This is an optimization exercise on Yosys and OpenROAD, whose aim is small area, a short achievable clock period and few clock cycles, not a production implementation.
Function was checked by simulation only, so behaviour that the tests miss may differ from the original.
Power and IR drop assume default switching activity.

==> flow/design.v <==
`timescale 1ns/1ps
module stream_comp_invoke_top_module_FSM_1
        #(parameter width = 10)(
        input clk, rst,
        input [width - 1 : 0] data_in_fifo,
        input [width - 1 : 0] length_in_fifo,
        input [width - 1 : 0] command_in_fifo,
        input invoke,
        input [1 : 0] next_mode_in,
        output rd_data_in_fifo,
        output rd_length_in_fifo,
        output rd_command_in_fifo,
        output [width - 1 : 0] length,
        output FC,
        output wr_out_fifo1,
        output [width - 1 : 0] result_out);
    reg [3 : 0] len_q;
    reg k1_q, k0_q;
    wire mm = ~k1_q;                  
    wire mx = k0_q;                   
    wire sm = k1_q & k0_q;            
    reg [3 : 0] cnt;
    wire busy = (cnt != 4'd0);
    wire last = (cnt == 4'd1);
    reg [width - 1 : 0] acc;
    wire inv1 = invoke & ~next_mode_in[0] & ~next_mode_in[1];
    wire inv2 = invoke & next_mode_in[0];
    wire inv3 = invoke & next_mode_in[1];
    wire ld1 = invoke & (next_mode_in[0] ~^ next_mode_in[1]);
    assign rd_command_in_fifo = inv1;
    assign rd_length_in_fifo = inv1;
    assign rd_data_in_fifo = inv2 | busy;
    assign wr_out_fifo1 = inv3;
    assign FC = (invoke & (~next_mode_in[0] | (len_q == 4'd1))) | last;
    assign result_out = acc;
    assign length = {{(width - 4){1'b0}}, inv1 ? length_in_fifo[3 : 0] : len_q};
    wire cmd_mm = (command_in_fifo[width - 1 : 1] == 0);
    always @(posedge clk)
    begin
        if (ld1)
        begin
            len_q <= length_in_fifo[3 : 0];
            k1_q <= ~cmd_mm;
            k0_q <= cmd_mm ? command_in_fifo[0] : (command_in_fifo == 2);
        end
    end
    always @(posedge clk)
    begin
        if (!rst)
            cnt <= 4'd0;
        else if (inv2 | busy)
            cnt <= (inv2 ? len_q : cnt) - 4'd1;
    end
    wire [width - 1 : 0] opb = sm ? acc : ~acc;
    wire [width - 1 : 0] pg [0 : 4];
    wire [width - 1 : 0] pp [0 : 4];
    wire [width - 1 : 0] hx = data_in_fifo ^ opb;
    assign pg[0] = (data_in_fifo & opb) | {{(width - 1){1'b0}}, hx[0] & ~sm};
    assign pp[0] = hx;
    genvar gl, gi;
    generate
        for (gl = 0; gl < 4; gl = gl + 1)
        begin : lvl
            for (gi = 0; gi < width; gi = gi + 1)
            begin : bt
                if ((gi >> gl) & 1)
                begin : comb
                    assign pg[gl + 1][gi] = pg[gl][gi] | (pp[gl][gi] & pg[gl][((gi >> gl) << gl) - 1]);
                    assign pp[gl + 1][gi] = pp[gl][gi] & pp[gl][((gi >> gl) << gl) - 1];
                end
                else
                begin : pass
                    assign pg[gl + 1][gi] = pg[gl][gi];
                    assign pp[gl + 1][gi] = pp[gl][gi];
                end
            end
        end
    endgenerate
    wire [width : 0] s = {pg[4][width - 1], hx ^ {pg[4][width - 2 : 0], ~sm}};
    wire take_d = inv2 | (mm & (s[width] ~^ mx));
    always @(posedge clk)
    begin
        if (!rst)
            acc <= 0;
        else if (inv2 | busy)
        begin
            if (take_d)
                acc <= data_in_fifo;
            else if (sm)
                acc <= s[width - 1 : 0];
        end
    end
endmodule
==> flow/config.mk <==
export PLATFORM = sky130hd
export DESIGN_NAME = stream_comp_invoke_top_module_FSM_1
export DESIGN_NICKNAME = stream_comp_invoke_top_module_FSM_1
export VERILOG_FILES = /design/flow/design.v
export SDC_FILE = /design/flow/constraint.sdc
export NUM_CORES = 4
export LEC_CHECK = 0
export ABC_AREA = 1
export CAP_MARGIN = 20
export CORE_MARGIN = 2
export CORE_UTILIZATION = 70
export SETUP_SLACK_MARGIN = 2.0
export SLEW_MARGIN = 20
==> flow/constraint.sdc <==
create_clock -name core_clock -period 5.0 [get_ports {clk}]
set_input_delay 1.0000 -clock core_clock [delete_from_list [all_inputs] [get_ports {clk}]]
set_output_delay 1.0000 -clock core_clock [all_outputs]
set_load 0.01 [all_outputs]
standard.sh (not shown) runs the stock make flow with config.mk's settings and CLKGATE_MAP_FILE= SYNTH_SCRIPT=/design/flow/synth_recipe.tcl, a recipe that flattens the netlist after the stock synthesis.
==> flow/flow/run.sh <==
#!/bin/bash
# The standard layout, with plain buf_1 cells as the port buffers (the
# resizer sizes them up where timing needs it) and one tie cell shared by
# the constant outputs.
set -euo pipefail
export BUFFER_PORTS_ARGS="-buffer_cell sky130_fd_sc_hd__buf_1"
export SKIP_REPAIR_TIE_FANOUT=1
bash standard.sh > standard_flow.log 2>&1
The baseline finished clean.
Testbench counts at the start, summed over its fixed seeds: cycles 17,953.
Rerun with:
==> flow/flow/run.sh (replaced) <==
#!/bin/bash
# The standard layout with these changes:
#  - synthesis is synth_recipe.tcl with ORFS's synth.tcl, except that ABC maps
#    the combinational logic with flow/abc.script (registers are untouched:
#    they are mapped before ABC runs, so names, count and cells stay those of
#    the standard synthesis);
#  - plain buf_1 cells as the port buffers (the resizer sizes them up where
#    timing needs it);
#  - one tie cell shared by the constant outputs;
#  - no dummy clock loads in CTS, clkbuf_8 clock buffers.
set -euo pipefail
here=$(pwd)
export BUFFER_PORTS_ARGS="-buffer_cell sky130_fd_sc_hd__buf_1"
export SKIP_REPAIR_TIE_FANOUT=1
# Standard CTS arguments, without the dummy loads CTS adds for balancing,
# and with clkbuf_8 clock buffers (keeps the flip-flop clock slew low).
export CTS_ARGS="-sink_clustering_enable -repair_clock_nets -dont_use_dummy_load -buf_list sky130_fd_sc_hd__clkbuf_8"
export ABC_SCRIPT_X=$here/flow/abc.script
sed 's|^source \$::env(SCRIPTS_DIR)/synth_preamble.tcl|&\nset abc_args [lreplace $abc_args 1 1 $::env(ABC_SCRIPT_X)]\nputs "abc_args: $abc_args"|' \
    "$FLOW_HOME/scripts/synth.tcl" > "$here/synth_abc.tcl"
grep -q 'ABC_SCRIPT_X' "$here/synth_abc.tcl"
sed "s|\$::env(SCRIPTS_DIR)/synth.tcl|$here/synth_abc.tcl|" synth_recipe.tcl > "$here/synth_top.tcl"
grep -q 'synth_abc.tcl' "$here/synth_top.tcl"
sed "s|SYNTH_SCRIPT=[^ ]*|SYNTH_SCRIPT=$here/synth_top.tcl|" standard.sh > "$here/own.sh"
grep -q 'synth_top.tcl' "$here/own.sh"
bash "$here/own.sh" > standard_flow.log 2>&1
==> flow/flow/abc.script (new file) <==
strash
&get -n
&st
&dch
&nf -R 1000
&put
topo
stime -c
buffer -c
upsize -c
dnsize -c
- ABC_AREA: 1 -> default
- CORE_UTILIZATION: 70 -> 65
Result:
- The new run finished with timing, DRC and antenna clean
- worst setup slack loses 180 ps
- register-to-register slack loses 340 ps
- die area goes down by about 10%
- global-route usage goes up by 2.4 points
- total power goes up by 25%
- synthesized cell count goes down by 40%
- non-clock buffer count goes up by 17
- via count goes down by 11%
- flip-flop and latch count is unchanged
- first-iteration DRC count goes up by about 70%
- count of clock-buffer cells in the layout goes down by 1
Rerun with:
==> flow/flow/run.sh (replaced) <==
#!/bin/bash
# The standard layout, with plain buf_1 cells as the port buffers (the
# resizer sizes them up where timing needs it) and one tie cell shared by
# the constant outputs.
set -euo pipefail
export BUFFER_PORTS_ARGS="-buffer_cell sky130_fd_sc_hd__buf_1"
export SKIP_REPAIR_TIE_FANOUT=1
bash standard.sh > standard_flow.log 2>&1
- ABC_AREA: default -> 1
- CORE_UTILIZATION: 65 -> 40
removed: flow/flow/abc.script
After rerunning: The new run finished with timing, DRC and antenna clean; wire length fell by 16%; clock skew stays flat; clock-buffer cell count stays the same; utilization decreases by 43 points; first-iteration DRC count rose by about 60%; cell count rises by about 43%; synthesized cell count went up by about 66%; area after synthesis came out higher by about 20%.
Rerun with:
==> flow/flow/run.sh (replaced) <==
#!/bin/bash
# The standard layout with three changes:
#  - synthesis is synth_recipe.tcl with ORFS's synth.tcl, except that ABC maps
#    the combinational logic with flow/abc.script (registers are untouched:
#    they are mapped before ABC runs, so names, count and cells stay those of
#    the standard synthesis);
#  - plain buf_1 cells as the port buffers (the resizer sizes them up where
#    timing needs it);
#  - one tie cell shared by the constant outputs.
set -euo pipefail
here=$(pwd)
export BUFFER_PORTS_ARGS="-buffer_cell sky130_fd_sc_hd__buf_1"
export SKIP_REPAIR_TIE_FANOUT=1
export ABC_SCRIPT_X=$here/flow/abc.script
sed 's|^source \$::env(SCRIPTS_DIR)/synth_preamble.tcl|&\nset abc_args [lreplace $abc_args 1 1 $::env(ABC_SCRIPT_X)]\nputs "abc_args: $abc_args"|' \
    "$FLOW_HOME/scripts/synth.tcl" > "$here/synth_abc.tcl"
grep -q 'ABC_SCRIPT_X' "$here/synth_abc.tcl"
sed "s|\$::env(SCRIPTS_DIR)/synth.tcl|$here/synth_abc.tcl|" synth_recipe.tcl > "$here/synth_top.tcl"
grep -q 'synth_abc.tcl' "$here/synth_top.tcl"
sed "s|SYNTH_SCRIPT=[^ ]*|SYNTH_SCRIPT=$here/synth_top.tcl|" standard.sh > "$here/own.sh"
grep -q 'synth_top.tcl' "$here/own.sh"
bash "$here/own.sh" > standard_flow.log 2>&1
==> flow/flow/abc.script (new file) <==
strash
&get -n
&st
&dch
&nf -R 1000
&put
topo
stime -c
buffer -c
upsize -c
dnsize -c
- ABC_AREA: 1 -> default
- CORE_UTILIZATION: 40 -> 55
After rerunning: Routed wire length rises by 5.7%; die area goes down by 38%; count of clock-buffer cells in the layout is higher by 1; worst hold slack gets better by 37 ps; final area fell by 2.2%; power increases by 12%; setup slack gets worse by 150 ps; via count is lower by 12%; cell count decreases by 28%; synthesized area goes down by 17%; critical path depth goes up by 8.

========
Starts from the design.v that is shown in full above.
Settings: LEC_CHECK=0, CAP_MARGIN=20, CORE_MARGIN=2, CORE_UTILIZATION=65, SETUP_SLACK_MARGIN=2.0, SLEW_MARGIN=20; clock period 5.0 ns.
==> flow/flow/run.sh <==
#!/bin/bash
# The standard layout with three changes:
#  - synthesis is synth_recipe.tcl with ORFS's synth.tcl, except that ABC maps
#    the combinational logic with flow/abc.script (registers are untouched:
#    they are mapped before ABC runs, so names, count and cells stay those of
#    the standard synthesis);
#  - plain buf_1 cells as the port buffers (the resizer sizes them up where
#    timing needs it);
#  - one tie cell shared by the constant outputs.
set -euo pipefail
here=$(pwd)
export BUFFER_PORTS_ARGS="-buffer_cell sky130_fd_sc_hd__buf_1"
export SKIP_REPAIR_TIE_FANOUT=1
export ABC_SCRIPT_X=$here/flow/abc.script
sed 's|^source \$::env(SCRIPTS_DIR)/synth_preamble.tcl|&\nset abc_args [lreplace $abc_args 1 1 $::env(ABC_SCRIPT_X)]\nputs "abc_args: $abc_args"|' \
    "$FLOW_HOME/scripts/synth.tcl" > "$here/synth_abc.tcl"
grep -q 'ABC_SCRIPT_X' "$here/synth_abc.tcl"
sed "s|\$::env(SCRIPTS_DIR)/synth.tcl|$here/synth_abc.tcl|" synth_recipe.tcl > "$here/synth_top.tcl"
grep -q 'synth_abc.tcl' "$here/synth_top.tcl"
sed "s|SYNTH_SCRIPT=[^ ]*|SYNTH_SCRIPT=$here/synth_top.tcl|" standard.sh > "$here/own.sh"
grep -q 'synth_top.tcl' "$here/own.sh"
bash "$here/own.sh" > standard_flow.log 2>&1
==> flow/flow/abc.script <==
strash
&get -n
&st
&dch
&nf -R 1000
&put
topo
stime -c
buffer -c
upsize -c
dnsize -c
Testbench counts at the start, summed over its fixed seeds: cycles 17,953.
Then changed:
==> flow/flow/run.sh (replaced) <==
#!/bin/bash
# The standard layout, with plain buf_1 cells as the port buffers (the
# resizer sizes them up where timing needs it) and one tie cell shared by
# the constant outputs.
set -euo pipefail
export BUFFER_PORTS_ARGS="-buffer_cell sky130_fd_sc_hd__buf_1"
export SKIP_REPAIR_TIE_FANOUT=1
bash standard.sh > standard_flow.log 2>&1
- ABC_AREA: not set -> 1
removed: flow/flow/abc.script
After rerunning:
- The new run produced a clean layout
- power drops by 8.0%
- synthesized area rises by 21%
- die area grows by 19%
- non-clock buffer count fell by 12
Then changed:
- CORE_UTILIZATION: 65 -> 90
=> The changed run stopped in global placement without I/O (3_1_place_gp_skip_io); area after synthesis does not change; synthesized cell count does not change.
Then changed:
- CORE_UTILIZATION: 90 -> 60
Result: The new run ran to the end with no violations; area after synthesis does not change; synthesized cell count is unchanged.

========
RTL: the design.v shown in full above, as it stands there.
export LEC_CHECK = 0
export ABC_AREA = 1
export CAP_MARGIN = 20
export CORE_MARGIN = 2
export CORE_UTILIZATION = 80
export SETUP_SLACK_MARGIN = 2.0
export SLEW_MARGIN = 20
create_clock -name core_clock -period 5.0 [get_ports {clk}]
==> flow/flow/run.sh <==
#!/bin/bash
# The standard layout, with plain buf_1 cells as the port buffers (the
# resizer sizes them up where timing needs it) and one tie cell shared by
# the constant outputs.
set -euo pipefail
export BUFFER_PORTS_ARGS="-buffer_cell sky130_fd_sc_hd__buf_1"
export SKIP_REPAIR_TIE_FANOUT=1
bash standard.sh > standard_flow.log 2>&1
The baseline aborted during global routing (GRT-0232).
Testbench counts at the start, summed over its fixed seeds: cycles 17,953.
==> next run, changes <==
==> flow/flow/run.sh (replaced) <==
#!/bin/bash
# The standard layout with three changes:
#  - synthesis is synth_recipe.tcl with ORFS's synth.tcl, except that ABC maps
#    the combinational logic with flow/abc.script (registers are untouched:
#    they are mapped before ABC runs, so names, count and cells stay those of
#    the standard synthesis);
#  - plain buf_1 cells as the port buffers (the resizer sizes them up where
#    timing needs it);
#  - one tie cell shared by the constant outputs.
set -euo pipefail
here=$(pwd)
export BUFFER_PORTS_ARGS="-buffer_cell sky130_fd_sc_hd__buf_1"
export SKIP_REPAIR_TIE_FANOUT=1
export ABC_SCRIPT_X=$here/flow/abc.script
sed 's|^source \$::env(SCRIPTS_DIR)/synth_preamble.tcl|&\nset abc_args [lreplace $abc_args 1 1 $::env(ABC_SCRIPT_X)]\nputs "abc_args: $abc_args"|' \
    "$FLOW_HOME/scripts/synth.tcl" > "$here/synth_abc.tcl"
grep -q 'ABC_SCRIPT_X' "$here/synth_abc.tcl"
sed "s|\$::env(SCRIPTS_DIR)/synth.tcl|$here/synth_abc.tcl|" synth_recipe.tcl > "$here/synth_top.tcl"
grep -q 'synth_abc.tcl' "$here/synth_top.tcl"
sed "s|SYNTH_SCRIPT=[^ ]*|SYNTH_SCRIPT=$here/synth_top.tcl|" standard.sh > "$here/own.sh"
grep -q 'synth_top.tcl' "$here/own.sh"
bash "$here/own.sh" > standard_flow.log 2>&1
==> flow/flow/abc.script (new file) <==
strash
&get -n
&st
&dch
&nf -R 1000
&put
topo
stime -c
buffer -c
upsize -c
dnsize -c
ABC_AREA = not set   (was 1)
CORE_UTILIZATION = 65   (was 80)
CTS_BUF_LIST = sky130_fd_sc_hd__clkbuf_8   (was not set)
What happened:
- Now the flow went through all stages and came out clean
- area after synthesis shrinks by about 17%
- synthesized cell count decreases by 40%

========
Starts from the design.v that is shown in full above.
clock: 5.0 ns
lec_check: 0
cap_margin: 20
core_margin: 2
core_utilization: 65
setup_slack_margin: 2.0
slew_margin: 20
==> flow/flow/run.sh <==
#!/bin/bash
# The standard layout with three changes:
#  - synthesis is synth_recipe.tcl with ORFS's synth.tcl, except that ABC maps
#    the combinational logic with flow/abc.script (registers are untouched:
#    they are mapped before ABC runs, so names, count and cells stay those of
#    the standard synthesis);
#  - plain buf_1 cells as the port buffers (the resizer sizes them up where
#    timing needs it);
#  - one tie cell shared by the constant outputs.
set -euo pipefail
here=$(pwd)
export BUFFER_PORTS_ARGS="-buffer_cell sky130_fd_sc_hd__buf_1"
export SKIP_REPAIR_TIE_FANOUT=1
export ABC_SCRIPT_X=$here/flow/abc.script
sed 's|^source \$::env(SCRIPTS_DIR)/synth_preamble.tcl|&\nset abc_args [lreplace $abc_args 1 1 $::env(ABC_SCRIPT_X)]\nputs "abc_args: $abc_args"|' \
    "$FLOW_HOME/scripts/synth.tcl" > "$here/synth_abc.tcl"
grep -q 'ABC_SCRIPT_X' "$here/synth_abc.tcl"
sed "s|\$::env(SCRIPTS_DIR)/synth.tcl|$here/synth_abc.tcl|" synth_recipe.tcl > "$here/synth_top.tcl"
grep -q 'synth_abc.tcl' "$here/synth_top.tcl"
sed "s|SYNTH_SCRIPT=[^ ]*|SYNTH_SCRIPT=$here/synth_top.tcl|" standard.sh > "$here/own.sh"
grep -q 'synth_top.tcl' "$here/own.sh"
bash "$here/own.sh" > standard_flow.log 2>&1
==> flow/flow/abc.script <==
strash
dch
map -B 0.9
topo
stime -c
Testbench counts at the start, summed over its fixed seeds: cycles 17,953.
Next try:
==> flow/flow/abc.script (replaced) <==
strash
&get -n
&st
&dch
&nf -R 1000
&put
topo
stime -c
buffer -c
upsize -c
dnsize -c
CORE_UTILIZATION = 55   (was 65)
SETUP_SLACK_MARGIN = 2.25   (was 2.0)
Outcome:
- The new run passed the timing, DRC and antenna checks
- final cell count went down by 24%
- critical path depth went up by 5
- combinational power went up by 38%
- worst setup slack gets better by 110 ps
- synthesized area went down by 9.3%
- wire length went up by 6.6%
- via count went down by 17%
- first-iteration DRC count stays the same
- count of clock-buffer cells in the layout does not change
- maximum frequency went up by 3.7%
Next try:
==> flow/flow/run.sh (replaced) <==
#!/bin/bash
# The standard layout, with plain buf_1 cells as the port buffers (the
# resizer sizes them up where timing needs it) and one tie cell shared by
# the constant outputs.
set -euo pipefail
export BUFFER_PORTS_ARGS="-buffer_cell sky130_fd_sc_hd__buf_1"
export SKIP_REPAIR_TIE_FANOUT=1
bash standard.sh > standard_flow.log 2>&1
ABC_AREA = 1   (was default)
CORE_UTILIZATION = 40   (was 55)
SETUP_SLACK_MARGIN = 2.3   (was 2.25)
removed: flow/flow/abc.script
After rerunning: The changed run ran to the end with no violations; cell count goes up by well over a third; total power came out lower by a little under a tenth; worst setup slack gains 160 ps; die area went up by well over a third; final area grows by a few percent.
Next try:
==> flow/flow/run.sh (replaced) <==
#!/bin/bash
# The standard layout with three changes:
#  - synthesis is synth_recipe.tcl with ORFS's synth.tcl, except that ABC maps
#    the combinational logic with flow/abc.script (registers are untouched:
#    they are mapped before ABC runs, so names, count and cells stay those of
#    the standard synthesis);
#  - plain buf_1 cells as the port buffers (the resizer sizes them up where
#    timing needs it);
#  - one tie cell shared by the constant outputs.
set -euo pipefail
here=$(pwd)
export BUFFER_PORTS_ARGS="-buffer_cell sky130_fd_sc_hd__buf_1"
export SKIP_REPAIR_TIE_FANOUT=1
export ABC_SCRIPT_X=$here/flow/abc.script
sed 's|^source \$::env(SCRIPTS_DIR)/synth_preamble.tcl|&\nset abc_args [lreplace $abc_args 1 1 $::env(ABC_SCRIPT_X)]\nputs "abc_args: $abc_args"|' \
    "$FLOW_HOME/scripts/synth.tcl" > "$here/synth_abc.tcl"
grep -q 'ABC_SCRIPT_X' "$here/synth_abc.tcl"
sed "s|\$::env(SCRIPTS_DIR)/synth.tcl|$here/synth_abc.tcl|" synth_recipe.tcl > "$here/synth_top.tcl"
grep -q 'synth_abc.tcl' "$here/synth_top.tcl"
sed "s|SYNTH_SCRIPT=[^ ]*|SYNTH_SCRIPT=$here/synth_top.tcl|" standard.sh > "$here/own.sh"
grep -q 'synth_top.tcl' "$here/own.sh"
bash "$here/own.sh" > standard_flow.log 2>&1
==> flow/flow/abc.script (new file) <==
strash
&get -n
&st
&dch
&nf -R 1000
&put
topo
stime -c
buffer -c
upsize -c
dnsize -c
ABC_AREA = default   (was 1)
CORE_UTILIZATION = 65   (was 40)
SETUP_SLACK_MARGIN = 2.25   (was 2.3)
The new run failed in global routing.
Synthesized cell count shrinks by 40%.
Synthesized area came out lower by 17%.

-- what the ideal ports hide --
In the flow no input, the clock included, has a driving cell. The finished layouts below were timed again as built, in two steps. Step 1 sets driving cells, clkbuf_16 on the clock port and buf_2 on the other inputs (assumed; they add their load-dependent delay and slew). Step 2 adds t to the input delays and takes it off the output delays; t is the mean of the earliest and latest rising clock arrival at the registers after step 1. Input paths then give back, and output paths get back, about the clock's delay inside the block. Slacks: ideal / step 1 / step 2; pairs: ideal / step 1.
run | t (ns) | setup WS [ns] | worst setup path at the end
the first run of note 1 | 0.329 | 2.144 / 2.122 / 1.902 | input to register
the second run of note 1 | 0.281 | 1.964 / 1.964 / 1.683 | input to register
the third run of note 1 | 0.289 | 2.139 / 2.114 / 1.940 | input to register
the fourth run of note 1 | 0.321 | 1.990 / 1.990 / 1.709 | input to register
the first run of note 2 | 0.320 | 2.012 / 1.989 / 1.765 | input to register
the second run of note 2 | 0.326 | 2.106 / 2.084 / 1.873 | input to register
the fourth run of note 2 | 0.323 | 2.114 / 2.093 / 1.921 | input to register
the second run of note 3 | 0.281 | 1.997 / 1.988 / 1.707 | input to register
the first run of note 4 | 0.325 | 2.006 / 1.983 / 1.862 | input to register
the second run of note 4 | 0.328 | 2.114 / 2.068 / 1.778 | input to register
the third run of note 4 | 0.292 | 2.271 / 2.224 / 2.075 | input to register
After both steps setup and hold are still met in every run listed. The setup slack of the second run of note 4, which loses most, moves by -0.046 ns with the drivers and by -0.336 ns with both steps.
